What follows belongs to an exercise in optimizing a design on an open flow for small area, a short achievable clock period and few clock cycles; a production flow would make more cautious choices.
Function was checked by simulation only, so behaviour that the tests miss may differ from the original.
Power is estimated from default activity; no workload was simulated.

$ cat design.v
module core_ahb #(
    parameter DATA_WIDTH = 32
)(
    input                       clk_i,
    input                       reset_i,
    input   [DATA_WIDTH-1:0]    hrdata_i,
    output  [DATA_WIDTH-1:0]    hwdata_o,
    input                       hready_i,
    input                       hresp_i,
    output  [DATA_WIDTH-1:0]    haddr_o,
    output                      hwrite_o,
    output                      htrans_o
);
localparam SETS = 16;
localparam IW   = 4;             
localparam TW   = 7;             
reg         b_addr;              
reg         b_data;              
reg         k_fetch;             
reg         k_load;              
reg  [29:0] ha;                  
reg  [1:0]  hb;                  
reg         hw;
reg  [31:0] hwd;
assign htrans_o = b_addr;
assign haddr_o  = {ha, hb};
assign hwrite_o = hw;
assign hwdata_o = hwd;
wire b_end    = b_data & hready_i;
wire b_idle   = ~b_addr & ~b_data;
wire bus_free = ~b_addr & (~b_data | hready_i);
reg         rsp_fetch;           
reg         rsp_load;            
reg  [31:0] rsp_d;
reg  [IW+TW-1:0] rsp_a;
reg         rsp_way, rsp_rid;
reg         dq_v;
reg  [29:0] dq_a;
reg  [1:0]  dq_b;
reg         dq_w;
reg  [31:0] dq_d;
reg  [29:0] fpc;                 
reg         redir_q;             
reg  [29:0] lseq;                
reg  [29:0] rtgt;
reg         w_v;                 
reg  [4:0]  w_rd;
reg  [31:0] w_d;
reg         fl_v;                
reg         fl_off;
reg  [31:2] ir;                  
reg  [29:0] ipc;                 
reg         iv;                  
reg  [31:1] oh1, oh2;            
reg         bq1, bq2;            
reg         ld_pend;             
reg  [4:0]  ld_rd;               
reg  [2:0]  ld_f3;               
reg         clr;                 
reg  [4:0]  clr_n;
reg  [31:0] rf [1:31];
reg         cv0 [0:SETS-1];
reg         cv1 [0:SETS-1];
reg  [TW:0] ct0 [0:SETS-1];      
reg  [TW:0] ct1 [0:SETS-1];
reg  [29:0] cd0 [0:SETS-1];
reg  [29:0] cd1 [0:SETS-1];
reg  [18:0] rg0, rg1;            
reg         rgv0, rgv1;
reg         cur_rid;             
reg         fw;                  
reg         frid;                
reg  [15:0] lfsr;
wire [4:0] op   = ir[6:2];
wire [2:0] f3   = ir[14:12];
wire [4:0] rd   = ir[11:7];
wire [4:0] rs1  = ir[19:15];
wire [4:0] rs2  = ir[24:20];
wire is_ctrl  = op[4];                           
wire is_jal   = op[4] & op[1];
wire is_jalr  = op[4] & ~op[1] & op[0];
wire is_br    = op[4] & ~op[0];
wire is_u     = ~op[4] & op[0];                  
wire is_lui   = is_u & op[3];
wire is_mem   = ~op[4] & ~op[2] & ~op[0];
wire is_st    = is_mem & op[3];
wire is_ld    = is_mem & ~op[3];
wire is_op    = ~op[4] & op[2] & ~op[0];         
wire is_reg   = is_op & op[3];
wire [31:0] imm_i = {{20{ir[31]}}, ir[31:20]};
wire [31:0] imm_s = {{20{ir[31]}}, ir[31:25], ir[11:7]};
wire [31:0] imm_u = {ir[31:12], 12'h000};
wire [29:0] imm_b = {{19{ir[31]}}, ir[31], ir[7], ir[30:25], ir[11:9]};
wire [29:0] imm_j = {{11{ir[31]}}, ir[31], ir[19:12], ir[20], ir[30:22]};
reg  [31:0] rf1, rf2;
integer q;
always @* begin
    rf1 = 32'h0;
    rf2 = 32'h0;
    for (q = 1; q < 32; q = q + 1) begin
        rf1 = rf1 | ({32{oh1[q]}} & rf[q]);
        rf2 = rf2 | ({32{oh2[q]}} & rf[q]);
    end
end
wire [31:0] r1 = rf1 | ({32{bq1}} & w_d);
wire [31:0] r2 = rf2 | ({32{bq2}} & w_d);
wire [31:0] opb = (is_reg | is_br) ? r2 : (is_st ? imm_s : imm_i);
wire [2:0]  fn  = is_op ? f3 : 3'b000;
wire        sub = is_reg & ir[30] & (f3 == 3'b000);
wire [31:0] sum;
wire        cout;
ks_add #(.W(32), .L(5)) u_add (.a(r1), .b(opb ^ {32{sub}}), .ci(sub), .s(sum), .co(cout));
wire [31:0] x   = r1 ^ opb;
wire        eq  = ~|x;
wire        lt30;
cmp_lt #(.W(31)) u_cmp (.a(r1[30:0]), .b(opb[30:0]), .lt(lt30));
wire        ltu = (~r1[31] & opb[31]) | (~x[31] & lt30);
wire        lt  = (r1[31] & ~opb[31]) | (~x[31] & lt30);
wire [4:0]  sh  = opb[4:0];
wire        sleft = ~f3[2];
wire [31:0] sh_in;
wire [31:0] sh_out;
wire [32:0] sh_ext = {ir[30] & ~sleft & r1[31], sh_in};
wire [32:0] sh_r   = $signed(sh_ext) >>> sh;
genvar gk;
generate for (gk = 0; gk < 32; gk = gk + 1) begin : g_rev
    assign sh_in[gk]  = sleft ? r1[31-gk] : r1[gk];
    assign sh_out[gk] = sleft ? sh_r[31-gk] : sh_r[gk];
end endgenerate
wire s_link  = is_jal | is_jalr;
wire s_lui   = is_lui;
wire s_auipc = is_u & ~is_lui;
wire s_sum   = ~is_u & ~s_link & (~is_op | (f3 == 3'b000));
wire s_sh    = is_op & (f3[1:0] == 2'b01);
wire s_slt   = is_op & (f3 == 3'b010);
wire s_sltu  = is_op & (f3 == 3'b011);
wire s_xor   = is_op & (f3 == 3'b100);
wire s_or    = is_op & (f3 == 3'b110);
wire s_and   = is_op & (f3 == 3'b111);
wire taken = f3[2] ? ((f3[1] ? ltu : lt) ^ f3[0]) : (eq ^ f3[0]);
wire [29:0] tgt;
wire        tgt_co;
ks_add #(.W(30), .L(5)) u_tgt (.a(ipc), .b(is_jal ? imm_j : (is_br ? imm_b : imm_u[31:2])), .ci(1'b0), .s(tgt), .co(tgt_co));
reg [31:0] ld_data;
always @* begin
    case (ld_f3)
        3'b000: ld_data = {{24{rsp_d[7]}}, rsp_d[7:0]};
        3'b001: ld_data = {{16{rsp_d[15]}}, rsp_d[15:0]};
        3'b100: ld_data = {24'h0, rsp_d[7:0]};
        3'b101: ld_data = {16'h0, rsp_d[15:0]};
        default: ld_data = rsp_d;
    endcase
end
reg [31:0] st_data;
always @* begin
    case (f3[1:0])
        2'b00: st_data = {{24{r2[7]}}, r2[7:0]};
        2'b01: st_data = {{16{r2[15]}}, r2[15:0]};
        default: st_data = r2;
    endcase
end
wire uses1   = ~is_u & ~is_jal;
wire uses2   = is_reg | is_br | is_st;
wire writes  = ~is_br & ~is_st;
wire ld_hz   = ld_pend & (((ld_rd != 5'd0) & ((uses1 & rs1 == ld_rd) | (uses2 & rs2 == ld_rd) | (writes & rd == ld_rd))) |
                          is_ld | (writes & rsp_load));
wire e_go    = iv & ~clr & ~ld_hz & (~is_mem | ~dq_v);   
wire e_mem   = e_go & is_mem;
wire e_direct = e_mem & b_idle;                          
wire redirect = e_go & (is_jal | is_jalr | (is_br & taken));
wire [29:0] redirect_pc = is_jalr ? sum[31:2] : tgt;
wire        e_wb    = e_go & writes & ~is_ld & (rd != 5'd0);
wire [31:0] e_res   = ({32{s_sum}}   & sum) |
                      ({32{s_sh}}    & sh_out) |
                      ({32{s_xor}}   & x) |
                      ({32{s_or}}    & (r1 | opb)) |
                      ({32{s_and}}   & (r1 & opb)) |
                      {31'h0, (s_slt & lt) | (s_sltu & ltu)} |
                      ({32{s_link}}  & {fpc, 2'b00}) |
                      ({32{s_lui}}   & imm_u) |
                      ({32{s_auipc}} & {tgt, 2'b00});
wire        ld_wr   = rsp_load & (ld_rd != 5'd0);
wire        w_wr    = w_v & ~rsp_load & ~clr;
wire [4:0]  wb_rd   = rsp_load ? ld_rd : (clr ? clr_n : w_rd);
wire [31:0] wb_data = rsp_load ? ld_data : (clr ? 32'h0 : w_d);
wire        wb_en   = ld_wr | clr | w_wr;
always @(posedge clk_i) begin
    if (wb_en) rf[wb_rd] <= wb_data;
    if (e_wb) begin
        w_rd <= rd;
        w_d  <= e_res;
    end
    rtgt <= redirect_pc;
end
wire          waitf = fl_v & ~fl_off;                    
wire [29:0]   fa    = redir_q ? rtgt : fpc;              
wire [29:0]   fpc1  = fa + 30'd1;
wire [29:0]   fpc2  = fa + 30'd2;
wire [29:0]   la    = redir_q ? rtgt : lseq;
wire [IW-1:0] lidx  = la[IW-1:0];
wire [TW-1:0] ltag  = la[IW+TW-1:IW];
wire [18:0]   lreg  = la[29:11];
wire rm0  = rgv0 & (rg0 == lreg);
wire rm1  = rgv1 & (rg1 == lreg);
wire rhit = rm0 | rm1;
wire lrid = rm1;
wire hw0  = cv0[lidx] & (ct0[lidx][TW-1:0] == ltag) & (ct0[lidx][TW] ? rm1 : rm0);
wire hw1  = cv1[lidx] & (ct1[lidx][TW-1:0] == ltag) & (ct1[lidx][TW] ? rm1 : rm0);
wire hit  = hw0 | hw1;
wire [29:0] hd0 = cd0[lidx];
wire [29:0] hd1 = cd1[lidx];
wire [29:0] hdata = hw0 ? hd0 : hd1;
wire ir_free    = ~iv | e_go;
wire f_end      = b_end & k_fetch;                       
wire deliver_b  = f_end & waitf & ir_free;               
wire deliver_c  = ~waitf & hit & ir_free;
wire deliver    = deliver_c | deliver_b;
wire [31:2] nxt_ir = waitf ? hrdata_i[31:2] : hdata;
reg  [31:1] d0a, d0b, d1a, d1b, dba, dbb;
integer z;
always @* begin
    for (z = 1; z < 32; z = z + 1) begin
        d0a[z] = (hd0[17:13] == z);
        d0b[z] = (hd0[22:18] == z);
        d1a[z] = (hd1[17:13] == z);
        d1b[z] = (hd1[22:18] == z);
        dba[z] = (hrdata_i[19:15] == z);
        dbb[z] = (hrdata_i[24:20] == z);
    end
end
wire [31:1] nxt_oh1 = waitf ? dba : (hw0 ? d0a : d1a);
wire [31:1] nxt_oh2 = waitf ? dbb : (hw0 ? d0b : d1b);
wire        w_v_n  = e_wb | (w_v & ~w_wr);
wire [4:0]  w_rd_n = e_wb ? rd : w_rd;
wire        ldp_n  = (e_mem & is_ld) | (ld_pend & ~rsp_load);
wire [4:0]  ldrd_n = (e_mem & is_ld) ? rd : ld_rd;
function automatic bq_of(input [4:0] r);
    bq_of = w_v_n & (r == w_rd_n) & ~(ldp_n & (r == ldrd_n));
endfunction
wire        nbq1 = waitf ? bq_of(hrdata_i[19:15]) : (hw0 ? bq_of(hd0[17:13]) : bq_of(hd1[17:13]));
wire        nbq2 = waitf ? bq_of(hrdata_i[24:20]) : (hw0 ? bq_of(hd0[22:18]) : bq_of(hd1[22:18]));
wire ctrl_block = iv & is_ctrl;
wire ireq_d  = ~fl_v & ~rsp_fetch & rhit & ~hit & ~ctrl_block;
wire ireq_p  = f_end & waitf & ~hrdata_i[6] & rhit & ~hit;
wire dq_issue = bus_free & dq_v;
wire issue_i  = bus_free & ~dq_v & ~e_direct & (ireq_d | ireq_p);
wire iway    = ~cv0[lidx] ? 1'b0 : (~cv1[lidx] ? 1'b1 : lfsr[0]);
wire waitf_n = issue_i ? (~ireq_p | deliver_b) : (~f_end & fl_v & (~fl_off | deliver));
wire [29:0] lseq_n = waitf_n ? (deliver ? fpc2 : fpc1) : (deliver ? fpc1 : fa);
wire fetch_busy = ((b_addr | b_data) & k_fetch) | rsp_fetch;
wire ralloc = ~fl_v & ~rhit & ~ctrl_block & ~fetch_busy;
wire rvict  = ~rgv0 ? 1'b0 : (~rgv1 ? 1'b1 : ~cur_rid);
wire        s_e  = e_direct;
wire        s_q  = ~e_direct & dq_issue;
wire        s_i  = ~e_direct & ~dq_issue & issue_i;
wire        s_h  = ~(e_direct | dq_issue | issue_i);
wire [29:0] ha_n  = ({30{s_e}} & sum[31:2]) | ({30{s_q}} & dq_a) | ({30{s_i}} & la) | ({30{s_h}} & ha);
wire [1:0]  hb_n  = ({2{s_e}} & sum[1:0]) | ({2{s_q}} & dq_b) | ({2{s_h}} & hb);
wire [31:0] hwd_n = ({32{s_e}} & st_data) | ({32{s_q}} & dq_d) | ({32{s_i | s_h}} & hwd);
always @(posedge clk_i or negedge reset_i) begin
    if (!reset_i) begin
        b_addr    <= 1'b0;
        b_data    <= 1'b0;
        k_fetch   <= 1'b0;
        k_load    <= 1'b0;
        hw        <= 1'b0;
        rsp_fetch <= 1'b0;
        rsp_load  <= 1'b0;
        dq_v      <= 1'b0;
        fpc       <= 30'h0;
        redir_q   <= 1'b0;
        lseq      <= 30'h0;
        w_v       <= 1'b0;
        fl_v      <= 1'b0;
        fl_off    <= 1'b0;
        iv        <= 1'b0;
        ld_pend   <= 1'b0;
        clr       <= 1'b1;
        clr_n     <= 5'd1;
        rgv0      <= 1'b0;
        rgv1      <= 1'b0;
        cur_rid   <= 1'b0;
        lfsr      <= 16'h1;
    end else begin
        lfsr <= {lfsr[14:0], lfsr[15] ^ lfsr[13] ^ lfsr[12] ^ lfsr[10]};
        if (clr) begin
            clr_n <= clr_n + 5'd1;
            if (clr_n == 5'd31) clr <= 1'b0;
        end
        b_addr <= e_direct | dq_issue | issue_i;
        b_data <= b_addr | (b_data & ~hready_i);
        if (e_direct) begin
            k_fetch <= 1'b0;
            k_load  <= is_ld;
            hw      <= is_st;
        end else if (dq_issue) begin
            k_fetch <= 1'b0;
            k_load  <= ~dq_w;
            hw      <= dq_w;
        end else if (issue_i) begin
            k_fetch <= 1'b1;
            k_load  <= 1'b0;
            hw      <= 1'b0;
        end
        rsp_fetch <= f_end;
        rsp_load  <= b_end & k_load;
        if (e_mem & ~e_direct) dq_v <= 1'b1;
        else if (dq_issue) dq_v <= 1'b0;
        if (e_mem & is_ld) ld_pend <= 1'b1;
        else if (rsp_load) ld_pend <= 1'b0;
        if (redirect) iv <= 1'b0;
        else if (deliver) iv <= 1'b1;
        else if (e_go) iv <= 1'b0;
        redir_q <= redirect;
        lseq    <= lseq_n;
        if (deliver) fpc <= fpc1;
        else if (redir_q) fpc <= fa;
        if (e_wb) w_v <= 1'b1;
        else if (w_wr) w_v <= 1'b0;
        if (redirect) fl_v <= 1'b0;
        else if (issue_i) fl_v <= 1'b1;
        else if (f_end) fl_v <= 1'b0;
        if (issue_i) fl_off <= ireq_p & ~deliver_b;
        else if (deliver) fl_off <= 1'b0;
        if (deliver_c) cur_rid <= lrid;
        else if (deliver_b) cur_rid <= frid;
        if (ralloc) begin
            if (rvict) rgv1 <= 1'b1; else rgv0 <= 1'b1;
        end
    end
end
always @(posedge clk_i) begin
    rsp_d   <= hrdata_i;
    rsp_a   <= ha[IW+TW-1:0];
    rsp_way <= fw;
    rsp_rid <= frid;
    ha  <= ha_n;
    hb  <= hb_n;
    hwd <= hwd_n;
    if (e_mem & ~e_direct) begin
        dq_a <= sum[31:2];
        dq_b <= sum[1:0];
        dq_w <= is_st;
        dq_d <= st_data;
    end
    if (e_mem & is_ld) begin
        ld_rd <= rd;
        ld_f3 <= f3;
    end
    if (issue_i) begin
        fw   <= iway;
        frid <= lrid;
    end
    if (ir_free) begin
        ir  <= nxt_ir;
        ipc <= fa;
        oh1 <= nxt_oh1 & {31{~nbq1}};
        oh2 <= nxt_oh2 & {31{~nbq2}};
        bq1 <= nbq1;
        bq2 <= nbq2;
    end
    if (ralloc) begin
        if (rvict) rg1 <= lreg; else rg0 <= lreg;
    end
end
integer s;
always @(posedge clk_i or negedge reset_i) begin
    if (!reset_i) begin
        for (s = 0; s < SETS; s = s + 1) begin
            cv0[s] <= 1'b0;
            cv1[s] <= 1'b0;
        end
    end else begin
        for (s = 0; s < SETS; s = s + 1) begin
            if (ralloc && ct0[s][TW] == rvict) cv0[s] <= 1'b0;
            if (ralloc && ct1[s][TW] == rvict) cv1[s] <= 1'b0;
        end
        if (rsp_fetch) begin
            if (rsp_way) cv1[rsp_a[IW-1:0]] <= 1'b1; else cv0[rsp_a[IW-1:0]] <= 1'b1;
        end
    end
end
always @(posedge clk_i) begin
    if (rsp_fetch) begin
        if (rsp_way) begin
            ct1[rsp_a[IW-1:0]] <= {rsp_rid, rsp_a[IW+TW-1:IW]};
            cd1[rsp_a[IW-1:0]] <= rsp_d[31:2];
        end else begin
            ct0[rsp_a[IW-1:0]] <= {rsp_rid, rsp_a[IW+TW-1:IW]};
            cd0[rsp_a[IW-1:0]] <= rsp_d[31:2];
        end
    end
end
endmodule
module cmp_lt #(
    parameter W = 31
)(
    input  [W-1:0] a,
    input  [W-1:0] b,
    output         lt
);
wire [31:0] l0 = {{(32-W){1'b0}}, ~a & b};
wire [31:0] e0 = {{(32-W){1'b1}}, ~(a ^ b)};
wire [15:0] l1, e1;
wire [7:0]  l2, e2;
wire [3:0]  l3, e3;
wire [1:0]  l4, e4;
genvar i;
generate
    for (i = 0; i < 16; i = i + 1) begin : t1
        assign l1[i] = l0[2*i+1] | (e0[2*i+1] & l0[2*i]);
        assign e1[i] = e0[2*i+1] & e0[2*i];
    end
    for (i = 0; i < 8; i = i + 1) begin : t2
        assign l2[i] = l1[2*i+1] | (e1[2*i+1] & l1[2*i]);
        assign e2[i] = e1[2*i+1] & e1[2*i];
    end
    for (i = 0; i < 4; i = i + 1) begin : t3
        assign l3[i] = l2[2*i+1] | (e2[2*i+1] & l2[2*i]);
        assign e3[i] = e2[2*i+1] & e2[2*i];
    end
    for (i = 0; i < 2; i = i + 1) begin : t4
        assign l4[i] = l3[2*i+1] | (e3[2*i+1] & l3[2*i]);
        assign e4[i] = e3[2*i+1] & e3[2*i];
    end
endgenerate
assign lt = l4[1] | (e4[1] & l4[0]);
endmodule
module ks_add #(
    parameter W = 32,
    parameter L = 5                  
)(
    input  [W-1:0] a,
    input  [W-1:0] b,
    input          ci,
    output [W-1:0] s,
    output         co
);
wire [W-1:0] g [0:L];
wire [W-1:0] p [0:L];
assign g[0] = (a & b) | {{(W-1){1'b0}}, ci & (a[0] ^ b[0])};
assign p[0] = a ^ b;
genvar i, j;
generate
    for (i = 0; i < L; i = i + 1) begin : lv
        for (j = 0; j < W; j = j + 1) begin : bt
            if (j >= (1 << i)) begin : c
                assign g[i+1][j] = g[i][j] | (p[i][j] & g[i][j-(1<<i)]);
                assign p[i+1][j] = p[i][j] & p[i][j-(1<<i)];
            end else begin : n
                assign g[i+1][j] = g[i][j];
                assign p[i+1][j] = p[i][j];
            end
        end
    end
endgenerate
assign s  = p[0] ^ {g[L][W-2:0], ci};
assign co = g[L][W-1];
endmodule
$ cat config.mk
export PLATFORM = sky130hd
export DESIGN_NAME = core_ahb
export DESIGN_NICKNAME = core_ahb
export VERILOG_FILES = /design/flow/design.v
export SDC_FILE = /design/flow/constraint.sdc
export NUM_CORES = 8
export LEC_CHECK = 0
export CAP_MARGIN = 30
export CORE_MARGIN = 2
export CORE_UTILIZATION = 45
export SLEW_MARGIN = 30
$ cat standard.sh
#!/bin/bash
# synth_recipe.tcl (not shown) runs the flow's synth.tcl, then flattens the netlist and writes it again
# the make line also repeats each setting of config.mk as NAME=value (left out here)
make -C /OpenROAD-flow-scripts/flow DESIGN_CONFIG=/design/flow/config.mk WORK_HOME=/design/flow/orfs CLKGATE_MAP_FILE= SYNTH_SCRIPT=/design/flow/synth_recipe.tcl "${@:-finish}"
$ cat flow/post_grt.tcl
# Runs at the end of global route (POST_GLOBAL_ROUTE_TCL): timing repair may
# have cloned or moved gates after the electrical repair ran, so fix max
# slew / capacitance once more, then update the routing guides.
global_route -start_incremental
repair_design_helper
detailed_placement
global_route -end_incremental
estimate_parasitics -global_routing
report_check_types -max_slew -max_capacitance -max_count 5
write_guides $::env(RESULTS_DIR)/route.guide
$ cat constraint.sdc
create_clock -name core_clock -period 17.0 [get_ports {clk_i}]
set_input_delay 3.4000 -clock core_clock [delete_from_list [all_inputs] [get_ports {clk_i}]]
set_output_delay 3.4000 -clock core_clock [all_outputs]
set_load 0.01 [all_outputs]
$ cat flow/run.sh
#!/bin/bash
# Own layout flow: the standard flow (standard.sh), run step by step.
#  - synthesis: the standard script, but adders are left to ABC as plain gates
#    (ADDER_MAP_FILE empty) instead of being mapped onto full/half-adder cells
#  - ports are buffered with buf_4 cells (the default picks a slow delay buffer)
#  - clock tree: clkbuf_8/clkbuf_4 below a clkbuf_16 root, no dummy loads
#  - no setup repair at floorplan and placement, where clocks are still ideal
#  - setup repair at CTS and global route aims at MARGIN ns of slack, so the
#    tools keep shortening the critical paths well below the 17 ns period
#  - after global route, max slew / capacitance are repaired once more
#    (flow/post_grt.tcl)
# Each step's output goes to a log file of its own here; ORFS's own logs are
# under orfs/logs.
set -e
MARGIN=12
export BUFFER_PORTS_ARGS="-buffer_cell sky130_fd_sc_hd__buf_4"
export CTS_ARGS="-sink_clustering_enable -repair_clock_nets -dont_use_dummy_load -buf_list {sky130_fd_sc_hd__clkbuf_8 sky130_fd_sc_hd__clkbuf_4} -root_buf sky130_fd_sc_hd__clkbuf_16"
export POST_GLOBAL_ROUTE_TCL="$PWD/flow/post_grt.tcl"
ADDER_MAP_FILE= SETUP_SLACK_MARGIN=0 bash standard.sh synth > run_synth.log 2>&1
SETUP_SLACK_MARGIN=0 bash standard.sh floorplan > run_floorplan.log 2>&1
SETUP_SLACK_MARGIN=0 bash standard.sh place > run_place.log 2>&1
SETUP_SLACK_MARGIN=$MARGIN bash standard.sh cts > run_cts.log 2>&1
SETUP_SLACK_MARGIN=$MARGIN bash standard.sh grt > run_grt.log 2>&1
SETUP_SLACK_MARGIN=$MARGIN bash standard.sh finish > run_finish.log 2>&1
==> results of run 1 <==
[layer usage]
metal	vias to the layer above	share of wire [%]	track usage [%]
li1	36800	-	-
met3	2121	15	12.6
met4	44	7.6	20.3
met1	45600	35	45.1
met2	8261	42	50.4
met5	-	0.20	0.606
[where the power goes]
part | leakage, uW | total (uW) | internal (uW) | switching [uW]
Sequential | 0.0255 | 9000 | 8330 | 670
Clock | 0.00333 | 4890 | 2460 | 2430
Combinational | 0.0169 | 16500 | 5520 | 11000
Total | 0.0457 | 30400 | 16300 | 14100
[metrics by stage]
step | hold WS, ns | instances
floorplan | 0.323 | 9095
global placement | 0.334 | 12400
detailed placement | 0.337 | 12400
CTS | 0.346 | 12900
finish | 0.347 | 13100
[Yosys cell counts (124+ instances only)]
master	instances	area (sq um)
clkbuf_1	411	1540
a211oi_1	217	1630
inv_1	144	541
xnor2_1	251	2200
mux2i_1	208	2080
edfxtp_1	2472	74200
a22oi_1	1039	7800
nand4_1	287	1800
o22ai_1	132	826
nand3_1	124	621
buf_2	140	701
a311oi_1	166	1450
and2_1	125	782
nand2_1	694	2610
nor3_1	155	776
dfxtp_1	149	2980
dfrtp_1	128	3200
a21oi_1	318	1590
nor2_1	331	1240
o21ai_0	356	1780
[worst paths after layout]
check	startpoint	end	slack (ns)	depth (start not counted)
worst min-delay path	lfsr[6]$_DFF_PN0_	lfsr[7]$_DFF_PN0_	0.35	0
worst max-delay path	oh2[16]$_DFFE_PN_	w_d[19]$_DFFE_PP_	11.91	20
max in group asynchronous	reset_i	cv0[10]$_DFF_PN0_	13.02	2
worst max register to register	oh2[16]$_DFFE_PN_	w_d[19]$_DFFE_PP_	11.91	20
min in group asynchronous	reset_i	fpc[24]$_DFFE_PN0P_	2.56	1
worst min register to register	lfsr[6]$_DFF_PN0_	lfsr[7]$_DFF_PN0_	0.35	0
[flip-flops by register name, summed over array words and instances (netlist names), 31 cells and up]
register and cells:
w_d 32, hwd 32, dq_d 32, cd0 480
ct1 128, oh2 31, cd1 480, rsp_d 32
rf 992, ct0 128, oh1 31
[critical path, cell delays in order, from the launching register on]
cell	delay [ns]
edfxtp_1	0.43
buf_12	0.16
buf_4	0.13
buf_12	0.14
buf_16	0.16
a22oi_2	0.15
nand4_1	0.13
or4_4	0.59
o211ai_1	0.31
buf_4	0.16
a21oi_1	0.06
o32ai_2	0.17
o21ai_1	0.14
a211oi_2	0.34
o31ai_4	0.14
buf_12	0.16
a221o_2	0.42
nand3_2	0.11
o2111ai_4	0.16
xnor2_4	0.19
a221o_2	0.53
[area by class of cell]
class                           count  area (sq um)
Antenna cell                       20          50.0
Clock buffer                      440          6430
Fill cell                       22400        129000
Inverter                          150           573
Multi-Input combinational cell   5527         40000
Sequential cell                  2752         80600
Tap cell                         3552          4440
Timing Repair Buffer              692          7490
[logic make-up (layout without fill, tap and decap cells)]
group	after synthesis	in the layout
and+or+nand+nor	2107	2107
xor gates and xnor gates	368	368
other	0	20
adders and majority gates	47	48
muxes	322	324
AOI/OAI and AO/OA	2679	2680
DFF	2752	2752
buffers and inverters	820	1282
==> impl_metrics.json, run 1 <==
{
  "peakVddDrop_mv": 0.224,
  "die_height_microns": 524,
  "syn-instance-count": 9095,
  "synth-main-ff-cell": "edfxtp_1",
  "synthesis.area_sq_mm": 0.121,
  "async_reset_ff_share_pct": 4.76,
  "cts_tree": "yes",
  "path_clk_slew_ns": 0.06,
  "drive_above_1_share_pct": 18.1,
  "die_width_microns": 524,
  "slew_violations": 0,
  "grt_pass1_wl_microns": 671000,
  "gr-total-overflow": 0,
  "final_net_count": 9599,
  "initial_core_util_pct": 45.3,
  "cp.arrival_ns": 5.71,
  "max_cap_violations": 0,
  "cp-end-kind": "flip-flop",
  "fp.dieArea_sq_mm": 0.274,
  "ys_warn_count": 5,
  "final_antenna_net_count": 0,
  "cts_resized": 321,
  "drtPass1Iterations": 13,
  "hold_path_class": "reg -> reg",
  "syn_to_final_growth_pct": 14.9,
  "synth-compound-area-share_pct": 15.6,
  "syn_nets": 9131,
  "cts-hold-fix-buffers": 0,
  "drc": 0,
  "grt_max_degree": 168,
  "synth-simple-area-share_pct": 8.77,
  "cts-root-buf": "clkbuf_16",
  "ys_ff_latch": 2752,
  "synth_edf_count": 2472,
  "synth_top_family_by_area": "compound AO/OA/AOI/OAI gates",
  "fin_crit_sh_pct": 29.9,
  "io_buffer_count": 100,
  "tightest_slew_ns": 1.21,
  "muxShareOfSynthArea_pct": 3.41,
  "cts_buffer_depth": 4,
  "timing_hold_violations_final": 0,
  "power_uw": 30400,
  "antenna_found_initial": 34,
  "tns_ns": 0,
  "relSlewSlack_pct": 18.5,
  "layout_commonest_cell": "edfxtp_1",
  "power_leakage_uw": 0.0457,
  "cp_max_fo": 9,
  "detail_route.wl_per_cell_microns": 38.1,
  "clkLatencyLatePin_ns": 0.93,
  "synthAdderAreaFrac_pct": 0.390,
  "gp_congestion": 0.982,
  "worst_slack_ns": 11.91,
  "cts_sinks": 2752,
  "ioPinCount": 102,
  "routed_wl_microns": 500000,
  "num_rows": 190,
  "cts_setup_buffers": 85,
  "finClkSkew_ns": 0.0916,
  "viasPerCell": 7.07,
  "post-dp-hpwl_microns": 273000,
  "ys_seq_area_share_pct": 66.3,
  "grt_pass1_vias": 86500,
  "status": "complete, no violations",
  "period_needed_ns": 5.09,
  "vias": 92800,
  "synth_area_per_cell_sq_um": 13.4,
  "fmax_mhz": 197,
  "final_cell_mix": "edfxtp_1 (2472), a22oi_1 (1002), nand2_1 (691)",
  "crit_path_start_kind": "flip-flop",
  "cts_htree_levels": 5,
  "criticalPathCategory": "reg -> reg",
  "drt_iter0_drc": 18900,
  "core_sq_mm": 0.268,
  "fin_area_sq_mm": 0.140,
  "dpl_cell_area_sq_mm": 0.127,
  "finalSetupViolCount": 0,
  "power.density_mw_per_mm2": 218,
  "required_ns": 17.63,
  "synth-xor-area-share_pct": 2.66,
  "yosys.cell_types.count": 118,
  "grt_usage_pct": 34.9,
  "numCtsBuffers": 440,
  "pre_cts_ws_ns": 9.90,
  "finalCoreUtilization_pct": 52.0
}
Testbench counts, summed over its fixed seeds: cycles 124,547.
==> run 2, diff against run 1 <==
--- a/flow/run.sh
+++ b/flow/run.sh
@@ -5,3 +5,3 @@
 #  - ports are buffered with buf_4 cells (the default picks a slow delay buffer)
-#  - clock tree: clkbuf_8/clkbuf_4 below a clkbuf_16 root, no dummy loads
+#  - clock tree: clkbuf_16 buffers, clusters of up to 22 sinks within 70 um, no dummy loads
 #  - no setup repair at floorplan and placement, where clocks are still ideal
@@ -16,3 +16,3 @@
 export BUFFER_PORTS_ARGS="-buffer_cell sky130_fd_sc_hd__buf_4"
-export CTS_ARGS="-sink_clustering_enable -repair_clock_nets -dont_use_dummy_load -buf_list {sky130_fd_sc_hd__clkbuf_8 sky130_fd_sc_hd__clkbuf_4} -root_buf sky130_fd_sc_hd__clkbuf_16"
+export CTS_ARGS="-sink_clustering_enable -repair_clock_nets -dont_use_dummy_load -buf_list {sky130_fd_sc_hd__clkbuf_16} -root_buf sky130_fd_sc_hd__clkbuf_16 -sink_clustering_size 22 -sink_clustering_max_diameter 70"
 export POST_GLOBAL_ROUTE_TCL="$PWD/flow/post_grt.tcl"
==> run 2 against run 1 <==
Non-clock buffer count decreased by 20; register-to-register slack got worse by 0.08 ns; still clean; largest cell class unchanged; routed wire length decreased by 0.93%; synthesized area stayed put; critical path depth fell by 3; final cell count shrank 2.2%; critical endpoint unchanged; worst hold slack got worse by 0.019 ns.
==> impl_metrics.json, run 2 <==
{
  "min_from": "lfsr[6]$_DFF_PN0_",
  "io_buffer_count": 100,
  "yosys-top-cells-area": "edfxtp_1 (61%), a22oi_1 (6.4%), dfrtp_1 (2.6%), dfxtp_1 (2.5%), nand2_1 (2.1%)",
  "largest_reg_flops": 992,
  "gr-usage-met3_pct": 12.3,
  "final_antenna_net_count": 0,
  "power_leakage_uw": 0.0443,
  "gr-total-overflow": 0,
  "regMostFlops": "rf",
  "fp.dieArea_sq_mm": 0.274,
  "drc": 0,
  "routed_wl_microns": 495000,
  "vias": 91400,
  "drt_iter0_drc": 18500,
  "synth_area_per_cell_sq_um": 13.4,
  "netlist.area_leader.share_pct": 61.1,
  "finClkSkew_ns": 0.112,
  "viasPerCell": 7.12,
  "initial_core_util_pct": 45.3,
  "antenna_found_initial": 30,
  "grt_usage_pct": 34.7,
  "period_needed_ns": 5.17,
  "syn-instance-count": 9095,
  "cts_buffer_depth": 4,
  "synthesis.area_sq_mm": 0.121,
  "crit_path_start_kind": "flip-flop",
  "detail_route.wl_per_cell_microns": 38.6,
  "post-dp-hpwl_microns": 273000,
  "cts_setup_buffers": 80,
  "hold_path_class": "reg -> reg",
  "use_met2_pct": 50.3,
  "drtPass1Iterations": 11,
  "cts_sinks": 2752,
  "clkLatencyLatePin_ns": 0.93,
  "cp-end-kind": "flip-flop",
  "fmax_mhz": 193,
  "layout_commonest_cell": "edfxtp_1",
  "fin_area_sq_mm": 0.137,
  "criticalPathCategory": "reg -> reg",
  "gp_congestion": 0.982,
  "grt_max_degree": 168,
  "ioPinCount": 102,
  "synth_edf_count": 2472,
  "reg2reg_from": "oh1[18]$_DFFE_PN_",
  "yosys.cell_types.count": 118,
  "numCtsBuffers": 167,
  "tns_ns": 0,
  "cts-hold-fix-buffers": 0,
  "use_met1_pct": 45.1,
  "slew_violations": 0,
  "drive_above_1_share_pct": 15.5,
  "num-fill-cells": 22500,
  "dpl_cell_area_sq_mm": 0.127,
  "path_clk_slew_ns": 0.09,
  "ys_ff_latch": 2752,
  "syn_nets": 9131,
  "cp-startpoint": "oh1[18]$_DFFE_PN_",
  "required_ns": 17.60,
  "status": "complete, no violations",
  "cp_max_fo": 32,
  "fin_crit_sh_pct": 30.4,
  "async_reset_ff_share_pct": 4.76,
  "yosysMostFrequentCell": "edfxtp_1",
  "tightest_slew_ns": 1.20,
  "grt_pass1_wl_microns": 665000,
  "cp.arrival_ns": 5.77,
  "whs_ns": 0.328,
  "cts-root-buf": "clkbuf_16",
  "grt_pass1_vias": 84300,
  "max_cap_violations": 0,
  "die_height_microns": 524,
  "num_rows": 190,
  "relSlewSlack_pct": 19.7,
  "cts_htree_levels": 4,
  "timing_hold_violations_final": 0,
  "busiest_layer": "met2",
  "multi_input_area_sq_mm": 0.0400,
  "synth_top_cells_by_count": "edfxtp_1 (2472), a22oi_1 (1039), nand2_1 (694)",
  "peakVddDrop_mv": 0.245,
  "ys_warn_count": 5,
  "cts_resized": 329,
  "cts_tree": "yes",
  "syn_to_final_growth_pct": 12.9,
  "core_sq_mm": 0.268,
  "finalSetupViolCount": 0,
  "final_net_count": 9306,
  "regArea_sq_mm": 0.0806,
  "final_cell_mix": "edfxtp_1 (2472), a22oi_1 (1005), nand2_1 (691)",
  "power.density_mw_per_mm2": 215,
  "synth-main-ff-cell": "edfxtp_1",
  "ys_seq_area_share_pct": 66.3,
  "synth_top_area_cell": "edfxtp_1",
  "die_width_microns": 524
}
==> run 2: kinds of logic (layout without fill, tap and decap cells) <==
| logic type | after synthesis | after routing | share of synthesized area [%] |
|---|---|---|---|
| flops | 2752 | 2752 | 66.3 |
| compound gates | 2679 | 2680 | 15.6 |
| simple gates | 2107 | 2107 | 8.77 |
| buf+inv | 820 | 989 | 2.91 |
| xor+xnor | 368 | 368 | 2.66 |
| mux | 322 | 324 | 3.41 |
| fa+ha+maj | 47 | 48 | 0.390 |
| other cells | 0 | 18 | 0 |
==> run 2: worst paths after layout <==
path | end | slack (ns) | cells past startpoint
min in group asynchronous | fpc[29]$_DFFE_PN0P_ | 2.57 | 1
min reg2reg | lfsr[7]$_DFF_PN0_ | 0.33 | 0
max reg2reg | w_d[19]$_DFFE_PP_ | 11.83 | 17
min | lfsr[7]$_DFF_PN0_ | 0.33 | 0
max in group asynchronous | cv1[5]$_DFF_PN0_ | 13.06 | 2
max | w_d[19]$_DFFE_PP_ | 11.83 | 17
==> run 2: layout make-up <==
class | count | area share (%)
Inverter | 150 | 0.416
Tap cell | 3552 | 3.24
Clock buffer | 167 | 3.05
Sequential cell | 2752 | 58.7
Timing Repair Buffer | 672 | 5.33
Multi-Input combinational cell | 5527 | 29.2
Antenna cell | 18 | 0.0328
==> run 2: layer usage <==
layer	up-vias	wire [microns]
li1	36300	-
met1	45300	176000
met2	7912	207000
met3	1983	73600
met4	27	37800
met5	-	506
==> run 2: critical path, cell delays in order, from the launching register on <==
cell,delay [ns]
edfxtp_1,0.37
buf_4,0.44
a22oi_1,0.35
nand4_1,0.25
or4_4,0.60
o211ai_1,0.19
o21ai_0,0.17
o32ai_2,0.18
buf_4,0.17
nor3_1,0.05
a211oi_2,0.35
o31ai_4,0.13
buf_12,0.16
a221o_2,0.41
nand3_2,0.11
o2111ai_4,0.16
xnor2_4,0.18
a221o_2,0.57
==> run 2: report_power, final <==
group          switching, uW  leakage (uW)  internal, uW
combinational          11000        0.0168          5560
sequential               660        0.0255          8310
clock                   2170       0.00206          1750
==> run 2: metrics by stage <==
stage | std cells | util (%) | worst slack (ns) | power, uW
floorplan | 9095 | - | 11.38 | 17200
global placement | 12400 | 47.3 | 9.94 | 22700
detailed placement | 12400 | 47.4 | 9.90 | 22800
CTS | 12700 | 49.9 | 11.82 | 27500
finish | 12800 | 51.1 | 11.83 | 29500
==> run 3, diff against run 2 <==
--- a/design.v
+++ b/design.v
@@ -165,3 +165,3 @@
 wire ld_hz   = ld_pend & (((ld_rd != 5'd0) & ((uses1 & rs1 == ld_rd) | (uses2 & rs2 == ld_rd) | (writes & rd == ld_rd))) |
-                          is_ld | (writes & rsp_load));
+                          is_ld | (writes & rsp_load & w_v));
 wire e_go    = iv & ~clr & ~ld_hz & (~is_mem | ~dq_v);   
--- a/config.mk
+++ b/config.mk
@@ -9,3 +9,3 @@
 export CORE_MARGIN = 2
-export CORE_UTILIZATION = 45
+export CORE_UTILIZATION = 50
 export SLEW_MARGIN = 30
==> run 3 against run 2 <==
Global-route usage up 4.3 points; final cell count down 6.3%; synthesized area down 1.1%; utilization up 6.1 points; critical path type unchanged; critical endpoint is now w_d[31]$_DFFE_PP_.
==> impl_metrics.json, run 3 <==
{
  "power.density_mw_per_mm2": 203,
  "gr-usage-met3_pct": 13.0,
  "busiest_layer": "met2",
  "synth_top_cells_by_count": "edfxtp_1 (2472), a22oi_1 (1167), nand2_1 (508)",
  "cts_setup_buffers": 132,
  "cts_resized": 407,
  "crit_path_start_kind": "flip-flop",
  "synthesis.area_sq_mm": 0.120,
  "grt_pass1_vias": 82900,
  "post-dp-hpwl_microns": 277000,
  "finClkSkew_ns": 0.127,
  "die_width_microns": 494,
  "netlist.area_leader.share_pct": 61.8,
  "power_uw": 27800,
  "path_clk_slew_ns": 0.08,
  "slew_violations": 0,
  "status": "complete, no violations",
  "whs_ns": 0.339,
  "clkLatencyLatePin_ns": 0.87,
  "cts-root-buf": "clkbuf_16",
  "io_buffer_count": 100,
  "ys_seq_area_share_pct": 67.0,
  "fp.dieArea_sq_mm": 0.244,
  "max_stage_delay_ns": 0.49,
  "ioPinCount": 102,
  "worst_slack_ns": 11.84,
  "yosys-top-cells-area": "edfxtp_1 (62%), a22oi_1 (7.3%), mux4_2 (4.7%), dfrtp_1 (2.7%), dfxtp_1 (2.5%)",
  "num_rows": 179,
  "finalSetupViolCount": 0,
  "syn-instance-count": 8563,
  "syn_nets": 8599,
  "synth_edf_count": 2472,
  "max_cap_violations": 0,
  "drt_iter0_drc": 17800,
  "netSwitchingFraction_pct": 45.0,
  "viasPerCell": 7.37,
  "peakVddDrop_mv": 0.145,
  "antenna_found_initial": 30,
  "fmax_mhz": 194,
  "seq_power_share_pct": 33.4,
  "detail_route.wl_per_cell_microns": 41.0,
  "grt_pass1_wl_microns": 662000,
  "internal-power_uw": 15300,
  "required_ns": 17.48,
  "cp.arrival_ns": 5.65,
  "ys_ff_latch": 2752,
  "gr-total-overflow": 0,
  "period_needed_ns": 5.16,
  "yosysMostFrequentCell": "edfxtp_1",
  "timing_hold_violations_final": 0,
  "drc": 0,
  "synth_top_area_cell": "edfxtp_1",
  "vias": 88600,
  "crit_chain": "buf_8 > a22oi_1 > nand4_1 > nor4_2 > buf_4 > buf_4 > o21ai_0 > a21oi_1 > a21oi_2 > a221oi_4 > nand3_2 > a211oi_4 > and2b_2 > o21ai_4 > a221oi_4 > xnor2_2 > a221o_1",
  "cp-end-kind": "flip-flop",
  "power_leakage_uw": 0.0442,
  "async_reset_ff_share_pct": 4.76,
  "stdcell_count": 12000,
  "final_antenna_net_count": 0,
  "cp_max_fo": 32,
  "largest_reg_flops": 992,
  "synth-main-ff-cell": "edfxtp_1",
  "num-fill-cells": 19000,
  "fin_crit_sh_pct": 30.4,
  "tightest_slew_ns": 1.16,
  "pre_cts_ws_ns": 9.84,
  "syn_to_final_growth_pct": 13.6,
  "drive_above_1_share_pct": 18.6,
  "slowest_stage": "a221o_1",
  "final_net_count": 8880,
  "grt_max_degree": 75,
  "power_frac_comb_pct": 52.6,
  "drtPass1Iterations": 13,
  "cts_sinks": 2752,
  "power_frac_clock_pct": 14.0,
  "multi_input_area_sq_mm": 0.0399,
  "grt_usage_pct": 39.0,
  "layout_commonest_cell": "edfxtp_1",
  "post-place-cells": 11600,
  "use_met1_pct": 49.6,
  "tns_ns": 0,
  "regMostFlops": "rf",
  "criticalPathCategory": "reg -> reg",
  "regArea_sq_mm": 0.0805,
  "initial_core_util_pct": 50.4,
  "gp_congestion": 0.997,
  "p_switching_uw": 12500,
  "use_met2_pct": 58.0,
  "cts_buffer_depth": 3,
  "numCtsBuffers": 167,
  "final_cell_mix": "edfxtp_1 (2472), a22oi_1 (1141), buf_4 (504)",
  "cts_tree": "yes",
  "hold_path_class": "reg -> reg",
  "synth_area_per_cell_sq_um": 14.0,
  "routed_wl_microns": 493000,
  "ys_warn_count": 5,
  "die_height_microns": 494,
  "yosys.cell_types.count": 107,
  "cts-hold-fix-buffers": 0,
  "relSlewSlack_pct": 22.9,
  "core_sq_mm": 0.239,
  "cts_htree_levels": 4
}
==> run 3: cell type report <==
class,instances,area share [%]
antenna,21,0.0385
sequential,2752,59.0
clock buffer,167,3.06
timing repair buffer,692,5.35
tap,3167,2.90
inverter,168,0.478
multi-input combinational,5063,29.2
==> run 3: cells by family after synthesis <==
| family | count (synthesis) | synth area share (%) |
|---|---|---|
| DFF | 2752 | 67.0 |
| AOI/OAI and AO/OA | 2370 | 13.7 |
| and+or+nand+nor | 1837 | 7.45 |
| buffers and inverters | 760 | 2.53 |
| muxes | 419 | 6.14 |
| xor gates and xnor gates | 372 | 2.71 |
| adders and majority gates | 53 | 0.442 |
==> run 3: power by group through the flow <==
stage          clock network, uW  registers, uW  logic, uW
6_report                    3880           9260      14600
4_1_cts                     3890           9210      13300
3_5_place_dp                   0           9370      12100
3_3_place_gp                   0           9350      12000
2_1_floorplan                  0           8920       7510
==> run 3: stage by stage <==
stage               utilization [%]  instance area [sq um]
global placement               52.8                 126000
detailed placement             52.9                 126000
finish                         57.3                 137000
CTS                            56.1                 134000
floorplan                         -                 120000
==> run 3: worst paths after layout <==
path                                    from                 to  slack [ns]  cells past startpoint
max                         oh1[9]$_DFFE_PN_  w_d[31]$_DFFE_PP_       11.84                     17
min reg2reg                lfsr[6]$_DFF_PN0_  lfsr[7]$_DFF_PN0_        0.34                      0
max in group asynchronous            reset_i     iv$_DFFE_PN0P_       13.29                      2
min in group asynchronous            reset_i   b_addr$_DFF_PN0_        2.56                      1
min                        lfsr[6]$_DFF_PN0_  lfsr[7]$_DFF_PN0_        0.34                      0
max reg2reg                 oh1[9]$_DFFE_PN_  w_d[31]$_DFFE_PP_       11.84                     17
==> run 3: metal layers <==
metal	vias to the layer above	share of wire, %
met5	-	0.079
met4	28	8.1
met3	1996	14
met2	7520	43
met1	44400	34
li1	34600	-
==> run 3: worst max-delay path: cells and delay by family (launching register included) <==
| family | cells | cell delay (ns) |
|---|---|---|
| AO/OA/AOI/OAI | 9 | 2.38 |
| flip-flops | 1 | 0.40 |
| buffers and inverters | 3 | 0.71 |
| XOR/XNOR | 1 | 0.15 |
| AND/OR/NAND/NOR | 4 | 1.05 |
Testbench counts of run 3, summed over its fixed seeds: cycles 124,293.
==> run 4, diff against run 3 <==
--- a/design.v
+++ b/design.v
@@ -106,3 +106,3 @@
 wire [31:0] r2 = rf2 | ({32{bq2}} & w_d);
-wire [31:0] opb = (is_reg | is_br) ? r2 : (is_st ? imm_s : imm_i);
+wire [31:0] opb = (is_reg | is_br) ? r2 : imm_i;
 wire [2:0]  fn  = is_op ? f3 : 3'b000;
@@ -170,3 +170,6 @@
 wire redirect = e_go & (is_jal | is_jalr | (is_br & taken));
-wire [29:0] redirect_pc = is_jalr ? sum[31:2] : tgt;
+wire [31:0] agu;
+wire        agu_co;
+ks_add #(.W(32), .L(5)) u_agu (.a(r1), .b(is_st ? imm_s : imm_i), .ci(1'b0), .s(agu), .co(agu_co));
+wire [29:0] redirect_pc = is_jalr ? agu[31:2] : tgt;
 wire        e_wb    = e_go & writes & ~is_ld & (rd != 5'd0);
@@ -256,4 +259,4 @@
 wire        s_h  = ~(e_direct | dq_issue | issue_i);
-wire [29:0] ha_n  = ({30{s_e}} & sum[31:2]) | ({30{s_q}} & dq_a) | ({30{s_i}} & la) | ({30{s_h}} & ha);
-wire [1:0]  hb_n  = ({2{s_e}} & sum[1:0]) | ({2{s_q}} & dq_b) | ({2{s_h}} & hb);
+wire [29:0] ha_n  = ({30{s_e}} & agu[31:2]) | ({30{s_q}} & dq_a) | ({30{s_i}} & la) | ({30{s_h}} & ha);
+wire [1:0]  hb_n  = ({2{s_e}} & agu[1:0]) | ({2{s_q}} & dq_b) | ({2{s_h}} & hb);
 wire [31:0] hwd_n = ({32{s_e}} & st_data) | ({32{s_q}} & dq_d) | ({32{s_i | s_h}} & hwd);
@@ -340,4 +343,4 @@
     if (e_mem & ~e_direct) begin
-        dq_a <= sum[31:2];
-        dq_b <= sum[1:0];
+        dq_a <= agu[31:2];
+        dq_b <= agu[1:0];
         dq_w <= is_st;
==> run 4 against run 3 <==
Still clean on timing, DRC and antenna; final area up 1.3%; utilization shrank 0.91 points; worst setup slack improved by 0.053 ns; synthesized cell count grew 15%; first-iteration DRC count rose by 4.4%; global-route usage increased by 0.94 points; via count is 8.0% higher; critical path type unchanged.
==> impl_metrics.json, run 4 <==
{
  "use_met1_pct": 52.8,
  "routed_wl_microns": 520000,
  "power_leakage_uw": 0.0458,
  "cp-end-kind": "flip-flop",
  "yosys.cell_types.count": 101,
  "synth_edf_count": 2472,
  "status": "complete, no violations",
  "tns_ns": 0,
  "netSwitchingFraction_pct": 48.1,
  "ioPinCount": 102,
  "power.density_mw_per_mm2": 219,
  "largest_reg_flops": 992,
  "crit_path_start_kind": "flip-flop",
  "io_buffer_count": 100,
  "gr-usage-met3_pct": 12.8,
  "r2r_end": "w_d[7]$_DFFE_PP_",
  "ys_ff_latch": 2752,
  "tightest_slew_ns": 1.19,
  "synth-main-ff-cell": "edfxtp_1",
  "finClkSkew_ns": 0.144,
  "power_frac_comb_pct": 57.6,
  "holdPathStages": 0,
  "cts_setup_buffers": 73,
  "syn_nets": 9843,
  "slowest_stage": "mux4_2",
  "synthesis.area_sq_mm": 0.123,
  "multi_input_area_sq_mm": 0.0422,
  "drt_iter0_drc": 18600,
  "seq_power_share_pct": 29.5,
  "max_stage_delay_ns": 0.54,
  "cts_sinks": 2752,
  "holdPathEnd": "lfsr[9]$_DFF_PN0_",
  "ys_seq_area_share_pct": 65.3,
  "num-fill-cells": 19900,
  "hold_path_class": "reg -> reg",
  "fp.dieArea_sq_mm": 0.251,
  "grt_usage_pct": 39.9,
  "synth_top_cells_by_count": "edfxtp_1 (2472), nand2_1 (1238), a22oi_1 (1055)",
  "post-dp-hpwl_microns": 294000,
  "grt_pass1_wl_microns": 702000,
  "numCtsBuffers": 168,
  "drc": 0,
  "cts-hold-fix-buffers": 0,
  "max_cap_violations": 0,
  "viasPerCell": 7.28,
  "die_width_microns": 501,
  "crit_chain": "buf_8 > a22oi_2 > nand4_1 > nor4_4 > buf_6 > inv_8 > o21ai_4 > buf_4 > buf_16 > mux4_2 > mux4_2 > nor2_1 > o21ai_0 > o21ai_0 > a21oi_1 > o221ai_1",
  "drtPass1Iterations": 21,
  "critPathBufInv": 5,
  "busiest_layer": "met2",
  "ys_warn_count": 5,
  "core_sq_mm": 0.245,
  "fin_crit_sh_pct": 30.1,
  "p_switching_uw": 14600,
  "whs_ns": 0.348,
  "cp_max_fo": 25,
  "cp-startpoint": "oh2[3]$_DFFE_PN_",
  "internal-power_uw": 15700,
  "layout_commonest_cell": "edfxtp_1",
  "yosys-top-cells-area": "edfxtp_1 (60%), a22oi_1 (6.4%), nand2_1 (3.8%), dfrtp_1 (2.6%), dfxtp_1 (2.4%)",
  "synth_top_area_cell": "edfxtp_1",
  "cts_htree_levels": 4,
  "pre_cts_ws_ns": 9.38,
  "power_frac_clock_pct": 12.9,
  "grt_max_degree": 144,
  "num_rows": 182,
  "reg2reg_from": "oh2[3]$_DFFE_PN_",
  "gr-total-overflow": 0,
  "use_met2_pct": 58.1,
  "syn_to_final_growth_pct": 12.2,
  "final_net_count": 9945,
  "worst_slack_ns": 11.89,
  "detail_route.wl_per_cell_microns": 39.6,
  "regMostFlops": "rf",
  "min_from": "lfsr[8]$_DFF_PN0_",
  "async_reset_ff_share_pct": 4.76,
  "criticalPathCategory": "reg -> reg",
  "finalSetupViolCount": 0,
  "cp_top_family": "compound AO/OA/AOI/OAI gates",
  "required_ns": 17.60,
  "fmax_mhz": 196,
  "peakVddDrop_mv": 0.164,
  "cts_resized": 348,
  "final_cell_mix": "edfxtp_1 (2472), nand2_1 (1232), a22oi_1 (1040)",
  "netlist.area_leader.share_pct": 60.2,
  "die_height_microns": 501,
  "syn-instance-count": 9807,
  "timing_hold_violations_final": 0,
  "regArea_sq_mm": 0.0806,
  "cp.arrival_ns": 5.71,
  "yosysMostFrequentCell": "edfxtp_1",
  "clkLatencyLatePin_ns": 0.89,
  "vias": 95700,
  "period_needed_ns": 5.11,
  "cts_tree": "yes",
  "relSlewSlack_pct": 20.9,
  "path_clk_slew_ns": 0.09,
  "ff2ff_path_depth": 16,
  "cts_buffer_depth": 3,
  "drive_above_1_share_pct": 14.4,
  "cts-root-buf": "clkbuf_16",
  "gp_congestion": 0.986,
  "grt_pass1_vias": 88300,
  "final_antenna_net_count": 0,
  "regToRegSetupSlack_ns": 11.89,
  "antenna_found_initial": 40,
  "slew_violations": 0,
  "initial_core_util_pct": 50.2,
  "finalCoreUtilization_pct": 56.3,
  "synth_area_per_cell_sq_um": 12.6
}
[run 4: cells by family (layout without fill, tap and decap cells)]
family	count (synthesis)	after routing	share of synthesized area, %
and+or+nand+nor	2967	2972	11.4
DFF	2752	2752	65.3
AOI/OAI and AO/OA	2444	2446	14.0
buffers and inverters	872	959	2.88
xor gates and xnor gates	430	430	3.06
muxes	289	293	2.95
adders and majority gates	53	55	0.431
other	0	18	0
[run 4: layout make-up]
cell class / instances / area share [%]
inverter: 162 / 0.459
clock buffer: 168 / 3.04
antenna: 18 / 0.0326
timing repair buffer: 629 / 4.82
multi-input combinational: 6196 / 30.5
tap: 3220 / 2.91
sequential: 2752 / 58.2
[run 4: worst max-delay path by stage]
stage,depth (start not counted),to
2_1_floorplan,12,lseq[4]$_DFF_PN0_
3_5_place_dp,13,oh2[5]$_DFFE_PN_
6_report,16,w_d[7]$_DFFE_PP_
4_1_cts,17,ha[17]$_DFF_P_
3_3_place_gp,13,oh2[5]$_DFFE_PN_
[run 4: per-layer routing]
layer | vias to the layer above | part of all wire [%]
li1 | 38200 | -
met1 | 47500 | 36
met2 | 7940 | 42
met3 | 1977 | 14
met4 | 30 | 7.6
met5 | - | 0.062
[run 4: through the flow]
stage | total power [uW] | instances | instance area (sq um)
6_report | 30200 | 13100 | 138000
4_1_cts | 28600 | 13000 | 136000
3_5_place_dp | 23800 | 12800 | 129000
3_3_place_gp | 23600 | 12800 | 129000
2_1_floorplan | 17500 | 9807 | 123000
[run 4: power by group through the flow]
| stage | Clock (uW) | Sequential, uW | Combinational (uW) |
|---|---|---|---|
| 4_1_cts | 3900 | 8880 | 15800 |
| 2_1_floorplan | 0 | 8690 | 8840 |
| 3_5_place_dp | 0 | 9050 | 14700 |
| 6_report | 3900 | 8920 | 17400 |
| 3_3_place_gp | 0 | 9030 | 14600 |
Testbench counts of run 4, summed over its fixed seeds: cycles 124,293.

## port drivers added, routing unchanged
Ports are ideal in the flow. The routed layouts listed here were re-timed in OpenROAD. Step 1 (the two cells are an assumption about what drives the block):
set clk [get_ports {clk_i}]
set_driving_cell -lib_cell sky130_fd_sc_hd__clkbuf_16 $clk
set_driving_cell -lib_cell sky130_fd_sc_hd__buf_2 [delete_from_list [all_inputs] $clk]
Step 2 also shifts input and output timing later by t, the mid clock arrival at the registers, as if the neighbouring blocks saw the same clock. Slacks: no drivers / after step 1 / after step 2; pairs: no drivers / after step 1.
run	t, ns	slack for setup (ns)	worst setup path after step 2	pins driven straight from the clock port
run 1	0.975	11.915 / 11.905 / 11.189	input to register	1
run 2	0.984	11.832 / 11.832 / 11.210	input to register	1
run 3	0.913	11.838 / 11.838 / 11.096	input to register	1
run 4	0.917	11.891 / 11.891 / 11.263	input to register	1
After both steps setup and hold are still met in every run listed. For run 3, which loses most, drivers alone change the setup slack by 0.000 ns; drivers and shift together by -0.742 ns.
